Context: an optimization exercise on an open-source flow, tuned for small area and a short achievable clock period. The choices shown serve that exercise and are no tape-out recipe.
In this exercise RTL edits were held to simulation tests only and were not proved equivalent to the original.
Power is estimated from default activity; no workload was simulated.

==> job 6949: inputs <==
Design bitmanip_pipe, start of the top module:
module bitmanip_pipe(CLK,
                     RST_N,
                     mav_putvalue_instr,
                     mav_putvalue_src1,
                     mav_putvalue_src2,
                     mav_putvalue_src3,
                     EN_mav_putvalue,
                     mav_putvalue,
                     RDY_mav_putvalue,
                     mv_scopbusy,
                     RDY_mv_scopbusy);
==> flow/config.mk <==
export PLATFORM = sky130hd
export DESIGN_NAME = bitmanip_pipe
export DESIGN_NICKNAME = bitmanip_pipe
export VERILOG_FILES = /design/flow/design.v
export SDC_FILE = /design/flow/constraint.sdc
export NUM_CORES = 8
export LEC_CHECK = 0
export ABC_AREA = 1
export CAP_MARGIN = 20
export CORE_MARGIN = 2
export CORE_UTILIZATION = 45
export SLEW_MARGIN = 20
export TNS_END_PERCENT = 10
==> flow/constraint.sdc <==
create_clock -name core_clock -period 26.0 [get_ports {CLK}]
set_input_delay 5.2000 -clock core_clock [delete_from_list [all_inputs] [get_ports {CLK}]]
set_output_delay 5.2000 -clock core_clock [all_outputs]
set_load 0.01 [all_outputs]
standard.sh (not shown) runs the stock make flow with config.mk's settings and CLKGATE_MAP_FILE= SYNTH_SCRIPT=/design/flow/synth_recipe.tcl, a recipe that flattens the netlist after the stock synthesis.
==> flow/flow/run.sh <==
#!/bin/bash
# Own layout flow: the standard ORFS flow (standard.sh), run in two parts,
# with
#  - synthesis without full/half-adder cell extraction (ADDER_MAP_FILE empty),
#    so ABC maps the XOR/majority logic itself; registers are unchanged,
#  - port buffers of type buf_2 instead of the default delay-buffer cell,
#  - timing repair asked for more setup slack than the clock needs (17 ns up
#    to CTS, 16.6 ns after global routing), so that the achieved clock period
#    shrinks.
# The design's clock period and I/O constraints are used unchanged.
set -euo pipefail
B="BUFFER_PORTS_ARGS=-buffer_cell sky130_fd_sc_hd__buf_2"
bash standard.sh ADDER_MAP_FILE= SETUP_SLACK_MARGIN=17 "$B" cts > flow_to_cts.log 2>&1
bash standard.sh ADDER_MAP_FILE= SETUP_SLACK_MARGIN=16.6 "$B" finish > flow_finish.log 2>&1
==> inputs of job 7246, as changes to job 6949 <==
--- a/flow/design.v
+++ b/flow/design.v
@@ -106,11 +106,13 @@
   bm_pu u_pu(.a(a), .b(b), .c(c), .in(in), .amt(amt),
              .d_bfp(m_bfp), .d_bext(m_bext), .d_bdep(m_bdep),
              .d_plain(m_plain), .d_grv(m_gg), .d_gor(m_gor),
              .y(pu_y));
   wire [31:0] shf;
-  bm_shf u_shf(.a(a), .amt(amt[3:0]), .un(in[14]), .y(shf));
+  wire [31:0] a_rho;
+  assign a_rho = {a[31], a[15], a[23], a[7], a[27], a[11], a[19], a[3], a[29], a[13], a[21], a[5], a[25], a[9], a[17], a[1], a[30], a[14], a[22], a[6], a[26], a[10], a[18], a[2], a[28], a[12], a[20], a[4], a[24], a[8], a[16], a[0]};
+  bm_shf u_shf(.a(a), .a_rho(a_rho), .amt(amt[3:0]), .un(in[14]), .y(shf));
   wire [5:0] cnt;
   bm_cnt u_cnt(.a(a), .sel(in[21:20]), .y(cnt));
   wire [31:0] crc;
   bm_crc u_crc(.a(a), .sel({in[23], in[21:20]}), .y(crc));
   wire [31:0] clm;
@@ -291,27 +293,27 @@
   wire kp  = nsw | gor;
   wire xc  = ~nsw;
   assign yl = (l & kp) | (h & xc);
   assign yh = (h & kp) | (l & xc);
 endmodule
-module bm_shf(input [31:0] a, input [3:0] amt, input un, output [31:0] y);
+module bm_shf(input [31:0] a, input [31:0] a_rho, input [3:0] amt, input un, output [31:0] y);
   function [31:0] shst;
     input [31:0] x;
     input [31:0] ml;
     input [31:0] mr;
     input integer n;
     shst = (x & ~(ml | mr)) | ((x << n) & ml) | ((x >> n) & mr);
   endfunction
-  wire [31:0] sh1 = amt[3] ? shst(a,   32'h00ff0000, 32'h0000ff00, 8) : a;
-  wire [31:0] sh2 = amt[2] ? shst(sh1, 32'h0f000f00, 32'h00f000f0, 4) : sh1;
-  wire [31:0] sh3 = amt[1] ? shst(sh2, 32'h30303030, 32'h0c0c0c0c, 2) : sh2;
-  wire [31:0] sh4 = amt[0] ? shst(sh3, 32'h44444444, 32'h22222222, 1) : sh3;
-  wire [31:0] us1 = amt[0] ? shst(a,   32'h44444444, 32'h22222222, 1) : a;
-  wire [31:0] us2 = amt[1] ? shst(us1, 32'h30303030, 32'h0c0c0c0c, 2) : us1;
-  wire [31:0] us3 = amt[2] ? shst(us2, 32'h0f000f00, 32'h00f000f0, 4) : us2;
-  wire [31:0] us4 = amt[3] ? shst(us3, 32'h00ff0000, 32'h0000ff00, 8) : us3;
-  assign y = un ? us4 : sh4;
+  wire [3:0] c = un ? {amt[0], amt[1], amt[2], amt[3]} : amt;
+  wire [31:0] x0 = un ? a_rho : a;
+  wire [31:0] sh1 = c[3] ? shst(x0,  32'h00ff0000, 32'h0000ff00, 8) : x0;
+  wire [31:0] sh2 = c[2] ? shst(sh1, 32'h0f000f00, 32'h00f000f0, 4) : sh1;
+  wire [31:0] sh3 = c[1] ? shst(sh2, 32'h30303030, 32'h0c0c0c0c, 2) : sh2;
+  wire [31:0] sh4 = c[0] ? shst(sh3, 32'h44444444, 32'h22222222, 1) : sh3;
+  wire [31:0] sh4_rho;
+  assign sh4_rho = {sh4[31], sh4[15], sh4[23], sh4[7], sh4[27], sh4[11], sh4[19], sh4[3], sh4[29], sh4[13], sh4[21], sh4[5], sh4[25], sh4[9], sh4[17], sh4[1], sh4[30], sh4[14], sh4[22], sh4[6], sh4[26], sh4[10], sh4[18], sh4[2], sh4[28], sh4[12], sh4[20], sh4[4], sh4[24], sh4[8], sh4[16], sh4[0]};
+  assign y = un ? sh4_rho : sh4;
 endmodule
 module bm_cnt(input [31:0] a, input [1:0] sel, output [5:0] y);
   function [5:0] lzc32;
     input [31:0] x;
     reg [7:0] v4;
==> flow/flow/run.sh (replaced) <==
#!/bin/bash
# Own layout flow: the standard ORFS flow (standard.sh), run in two parts,
# with
#  - synthesis without full/half-adder cell extraction (ADDER_MAP_FILE empty),
#    so ABC maps the XOR/majority logic itself; registers are unchanged,
#  - port buffers of type buf_2 instead of the default delay-buffer cell,
#  - timing repair asked for more setup slack than the clock needs (17 ns up
#    to CTS, 16.6 ns after global routing), so that the achieved clock period
#    shrinks.
# If the detailed router leaves design-rule violations at the first core
# utilization, the whole layout is made again at a lower one.
# The design's clock period and I/O constraints are used unchanged.
set -uo pipefail
B="BUFFER_PORTS_ARGS=-buffer_cell sky130_fd_sc_hd__buf_2"
attempt() {
  local u=$1
  rm -f out/final.def
  if [ -d orfs ]; then mv orfs "orfs_before_u$u"; fi
  bash standard.sh ADDER_MAP_FILE= SETUP_SLACK_MARGIN=17 CORE_UTILIZATION=$u "$B" cts \
    > "flow_u${u}_to_cts.log" 2>&1 || return 1
  bash standard.sh ADDER_MAP_FILE= SETUP_SLACK_MARGIN=16.6 CORE_UTILIZATION=$u "$B" finish \
    > "flow_u${u}_finish.log" 2>&1 || return 1
  python3 - > "flow_u${u}_drc_check.log" 2>&1 <<'PY' || return 1
import glob, json, sys
f = glob.glob("orfs/logs/*/bitmanip_pipe/base/5_2_route.json")
n = json.load(open(f[0])).get("detailedroute__route__drc_errors", 1) if f else 1
print("detailed route violations:", n)
sys.exit(0 if n == 0 else 1)
PY
  [ -f out/final.def ]
}
attempt 40 || attempt 35 || attempt 30
CORE_UTILIZATION = 40   (was 45)
==> notes <==
- Job 6949 finished with timing, DRC and antenna clean. Job 7246 finished clean.
- Between job 7246 and job 6949, the lower die area is in job 6949 (gap 13%, measured against job 6949).
- Of job 7246 and job 6949, job 6949 has the higher core utilization (gap 7.8 points).
- In sequential cell count, job 7246 and job 6949 do not differ.
- Between job 7246 and job 6949, the lower combinational power is in job 7246 (gap about 5%, measured against job 6949).
- Between job 6949 and job 7246, the lower via count is in job 7246 (gap 3.5%, measured against job 7246).
- Clock-buffer cell count is the same in job 7246 and job 6949.
- Of job 6949 and job 7246, job 6949 has the higher synthesized cell count (gap about 0.6%, measured against job 7246).
- In job 6949 the hold slack is worse than in job 7246, by 0.21 ns.
==> figures <==
item	job 6949	job 7246
Result of the run	timing/DRC/antenna clean	timing/DRC/antenna clean
Mux contribution to synthesized area	0.0580%	0.201%
Number of multi-input logic gates	5,663	5,628
Proportion of cell area spent on the clock network	0.356%	0.367%
Internal Pwr Total	0.788 mW	0.763 mW
Routed wl met3	42.0 mm	37.1 mm
Horizontal die dimension	281 um	299 um
Maximum ir drop on the vdd rail	33.6 uV	32.2 uV
Largest fanout of any net on the critical path	29	42
Die Span Y	281 um	299 um
Starting density of the core	45.5%	40.2%
Comb power	2.17 mW	2.07 mW
Antenna diode count	30	21
Detailed-route wire length on metal 1	82.1 mm	81.2 mm
Core Util, Final	52.7%	44.9%
Overall power after layout	2.32 mW	2.22 mW
Data arrival time of the critical path	9.98 ns	9.70 ns

---

==> inputs of sierra <==
Another version of the RTL of bitmanip_pipe (not shown whole).
clock: 26.0 ns
lec_check: 0
abc_area: 0
cap_margin: 20
core_margin: 2
core_utilization: 40
setup_slack_margin: 5
slew_margin: 20
tns_end_percent: 10
run.sh (not shown) runs the stock make flow with config.mk's settings and CLKGATE_MAP_FILE= SYNTH_SCRIPT=/design/flow/synth_recipe.tcl, a recipe that flattens the netlist after the stock synthesis.
Stock flow here: none of the scripts above is used.
==> inputs of zinc, as changes to sierra <==
--- a/flow/design.v
+++ b/flow/design.v
@@ -164,17 +164,19 @@
       t10 = T10 | (k_cmix & b[q]);
       t01 = T01 | (k_cmix & ~b[q]);
       su[q] = (P & Q & t11) | (P & ~Q & t10) | (~P & Q & t01) | (~P & ~Q & t00);
     end
   end
-  wire [31:0] r6 = s_sbe ? {31'd0, pu_y[0]} : shf;
-  wire [31:0] r5 = s_cnt ? {26'd0, cnt} : r6;
-  wire [31:0] r4 = s_crc ? crc : r5;
-  wire [31:0] r3 = s_pu ? pu_y : r4;
-  wire [31:0] r2 = s_clm ? clm : r3;
-  wire [31:0] r1 = (s_lg | s_m3 | s_pk | s_sbx) ? su : r2;
-  wire [31:0] res = s_add ? sum : r1;
+  wire [31:0] fast =
+      ({32{s_shf}} & shf) |
+      ({32{s_add}} & sum) |
+      ({32{s_lg | s_m3 | s_pk | s_sbx}} & su);
+  wire [31:0] r4 = s_cnt ? {26'd0, cnt} : fast;
+  wire [31:0] r3 = s_crc ? crc : r4;
+  wire [31:0] r2 = s_sbe ? {31'd0, pu_y[0]} : r3;
+  wire [31:0] r1 = s_pu ? pu_y : r2;
+  wire [31:0] res = s_clm ? clm : r1;
   assign mav_putvalue = {res, valid};
 endmodule
 module bm_pu(input [31:0] a, input [31:0] b, input [31:0] c, input [31:0] in,
              input [5:0] amt, input d_bfp, input d_bext, input d_bdep,
              input d_plain, input d_grv, input d_gor, output [31:0] y);
==> flow/flow/run.sh (new file) <==
#!/bin/bash
# Own layout flow: the standard ORFS flow (standard.sh), run in two parts,
# with
#  - synthesis without full/half-adder cell extraction (ADDER_MAP_FILE empty),
#    so ABC maps the XOR/majority logic itself; registers are unchanged,
#  - port buffers of type buf_2 instead of the default delay-buffer cell,
set -uo pipefail
B="BUFFER_PORTS_ARGS=-buffer_cell sky130_fd_sc_hd__buf_2"
attempt() {
  local u=$1
  rm -f out/final.def
  if [ -d orfs ]; then mv orfs "orfs_before_u$u"; fi
  bash standard.sh ADDER_MAP_FILE= SETUP_SLACK_MARGIN=17 SKIP_GATE_CLONING=1 CORE_UTILIZATION=$u "$B" cts \
    > "flow_u${u}_to_cts.log" 2>&1 || return 1
  bash standard.sh ADDER_MAP_FILE= SETUP_SLACK_MARGIN=16.6 SKIP_GATE_CLONING=1 CORE_UTILIZATION=$u "$B" finish \
    > "flow_u${u}_finish.log" 2>&1 || return 1
  python3 - > "flow_u${u}_drc_check.log" 2>&1 <<'PY' || return 1
import glob, json, sys
f = glob.glob("orfs/logs/*/bitmanip_pipe/base/5_2_route.json")
n = json.load(open(f[0])).get("detailedroute__route__drc_errors", 1) if f else 1
print("detailed route violations:", n)
sys.exit(0 if n == 0 else 1)
PY
  [ -f out/final.def ]
}
attempt 40 || attempt 35 || attempt 30
==> flow/standard.sh (new file) <==
#!/bin/bash
# synth_recipe.tcl (not shown) runs the flow's synth.tcl, then flattens the netlist and writes it again
# the make line also repeats each setting of config.mk as NAME=value (left out here)
make -C /OpenROAD-flow-scripts/flow DESIGN_CONFIG=/design/flow/config.mk WORK_HOME=/design/flow/orfs CLKGATE_MAP_FILE= SYNTH_SCRIPT=/design/flow/synth_recipe.tcl "${@:-finish}"
Settings changed: ABC_AREA 0 to 1, SETUP_SLACK_MARGIN 5 to default.
removed: flow/run.sh
==> inputs of pepper, as changes to sierra <==
Settings changed: ABC_AREA 0 to 1.
==> inputs of tundra, as changes to sierra <==
==> flow/flow/run.sh (new file) <==
#!/bin/bash
# Own layout flow: the standard ORFS flow (standard.sh), run in two parts,
# with
#  - synthesis without full/half-adder cell extraction (ADDER_MAP_FILE empty),
#    so ABC maps the XOR/majority logic itself; registers are unchanged,
#  - port buffers of type buf_2 instead of the default delay-buffer cell,
set -uo pipefail
B="BUFFER_PORTS_ARGS=-buffer_cell sky130_fd_sc_hd__buf_2"
attempt() {
  local u=$1
  rm -f out/final.def
  if [ -d orfs ]; then mv orfs "orfs_before_u$u"; fi
  bash standard.sh ADDER_MAP_FILE= SETUP_SLACK_MARGIN=17 SKIP_GATE_CLONING=1 CORE_UTILIZATION=$u "$B" cts \
    > "flow_u${u}_to_cts.log" 2>&1 || return 1
  bash standard.sh ADDER_MAP_FILE= SETUP_SLACK_MARGIN=16.6 SKIP_GATE_CLONING=1 CORE_UTILIZATION=$u "$B" finish \
    > "flow_u${u}_finish.log" 2>&1 || return 1
  python3 - > "flow_u${u}_drc_check.log" 2>&1 <<'PY' || return 1
import glob, json, sys
f = glob.glob("orfs/logs/*/bitmanip_pipe/base/5_2_route.json")
n = json.load(open(f[0])).get("detailedroute__route__drc_errors", 1) if f else 1
print("detailed route violations:", n)
sys.exit(0 if n == 0 else 1)
PY
  [ -f out/final.def ]
}
attempt 40 || attempt 35 || attempt 30
==> flow/standard.sh (new file) <==
#!/bin/bash
# synth_recipe.tcl (not shown) runs the flow's synth.tcl, then flattens the netlist and writes it again
# the make line also repeats each setting of config.mk as NAME=value (left out here)
make -C /OpenROAD-flow-scripts/flow DESIGN_CONFIG=/design/flow/config.mk WORK_HOME=/design/flow/orfs CLKGATE_MAP_FILE= SYNTH_SCRIPT=/design/flow/synth_recipe.tcl "${@:-finish}"
Settings changed: ABC_AREA 0 to 1, SETUP_SLACK_MARGIN 5 to default.
removed: flow/run.sh
==> comparison table <==
| metric | pepper | sierra | tundra | zinc |
|---|---|---|---|---|
| Routed vias | 45,500 | 45,900 | 46,300 | 47,500 |
| Die X-Extent | 298 um | 309 um | 295 um | 298 um |
| Share of synthesized area spent on multiplexers | 0.145% | 7.73% | 0.118% | 0.0866% |
| Cell count after placement | 7,387 | 6,767 | 7,340 | 7,642 |
| Starting density of the core | 40.4% | 40.5% | 40.4% | 40.5% |
| Status | timing/DRC/antenna clean | failed layout checks | timing/DRC/antenna clean | timing/DRC/antenna clean |
| Violated checks | - | capacitance limit, slew limit | - | - |
| Met1 layer usage reported by global route | 62.3% | 58.4% | 56.4% | 55.6% |
| Initial DRC Count | 7,354 | 7,588 | 7,568 | 7,718 |
| Instance count on the critical path | 29 | 35 | 27 | 23 |
| Vias per cell | 6.14 | 6.75 | 6.23 | 6.13 |
| Net switching component of the power | 1.63 mW | 1.86 mW | 1.47 mW | 1.45 mW |
| Placement Rows | 107 | 111 | 106 | 107 |
| Minimum setup slack after placement | 10.81 ns | 10.80 ns | 15.01 ns | 13.93 ns |
| Inverters excl. clock | 502 | 159 | 432 | 465 |
| Power attributed to combinational cells | 2.33 mW | 2.92 mW | 2.12 mW | 2.08 mW |
| Post-route standard cell area excluding fillers | 37,800 sq um | 40,400 sq um | 37,600 sq um | 38,400 sq um |
| Wire length on met2 | 86.6 mm | 86.5 mm | 82.6 mm | 82.3 mm |
| Proportion of cell area occupied by registers | 1.75% | 1.64% | 1.76% | 1.72% |
| Internal Power | 0.850 mW | 1.21 mW | 0.776 mW | 0.769 mW |
| Final cell utilization of the core | 44.2% | 43.9% | 44.9% | 44.9% |
| P_seq | 0.0718 mW | 0.0788 mW | 0.0705 mW | 0.0773 mW |
| Filler cells | 9,648 | 9,738 | 9,289 | 9,607 |
| Post-synth design cell area | 34,500 sq um | 37,300 sq um | 33,800 sq um | 34,700 sq um |
| Proportion of cell area occupied by multi-input gates | 81.1% | 84.8% | 81.8% | 80.6% |
| Buffers and inverters on the worst path | 8 | 5 | 6 | 8 |
| Count of different cell masters after synthesis | 70 | 124 | 76 | 82 |
| Setup repair after global routing missed its margin | false | false | true | true |

-- port drivers added, routing unchanged --
In the flow no input, the clock included, has a driving cell. The finished layouts below were timed again as built, in two steps.
Step 1 sets driving cells, clkbuf_16 on the clock port and buf_2 on the other inputs (assumed; they add their load-dependent delay and slew).
Step 2 adds t to the input delays and takes it off the output delays; t is the mean of the earliest and latest rising clock arrival at the registers after step 1. Input paths then give back, and output paths get back, about the clock's delay inside the block.
a / b / c = ideal / step 1 / step 2; a / b = the first two.
run	shift t [ns]	setup WS [ns]	hold WS [ns]	worst setup path after step 2	cell pins on the clock port's net
job 6949	0.333	16.149 / 16.168 / 15.835	5.317 / 5.303 / 5.612	input to register	1
job 7246	0.327	16.450 / 16.446 / 16.119	5.524 / 5.518 / 5.604	input to register	1
sierra	0.317	10.492 / 10.495 / 10.178	5.466 / 5.447 / 5.764	input to register	1
zinc	0.327	16.607 / 16.584 / 16.257	5.539 / 5.550 / 5.612	input to register	1
pepper	0.387	10.394 / 10.433 / 10.046	5.474 / 5.431 / 5.818	input to register	1
tundra	0.324	16.535 / 16.451 / 16.127	5.499 / 5.490 / 5.609	input to register	1
The setup slack of tundra, which loses most, moves by -0.084 ns with the drivers and by -0.408 ns with both steps.
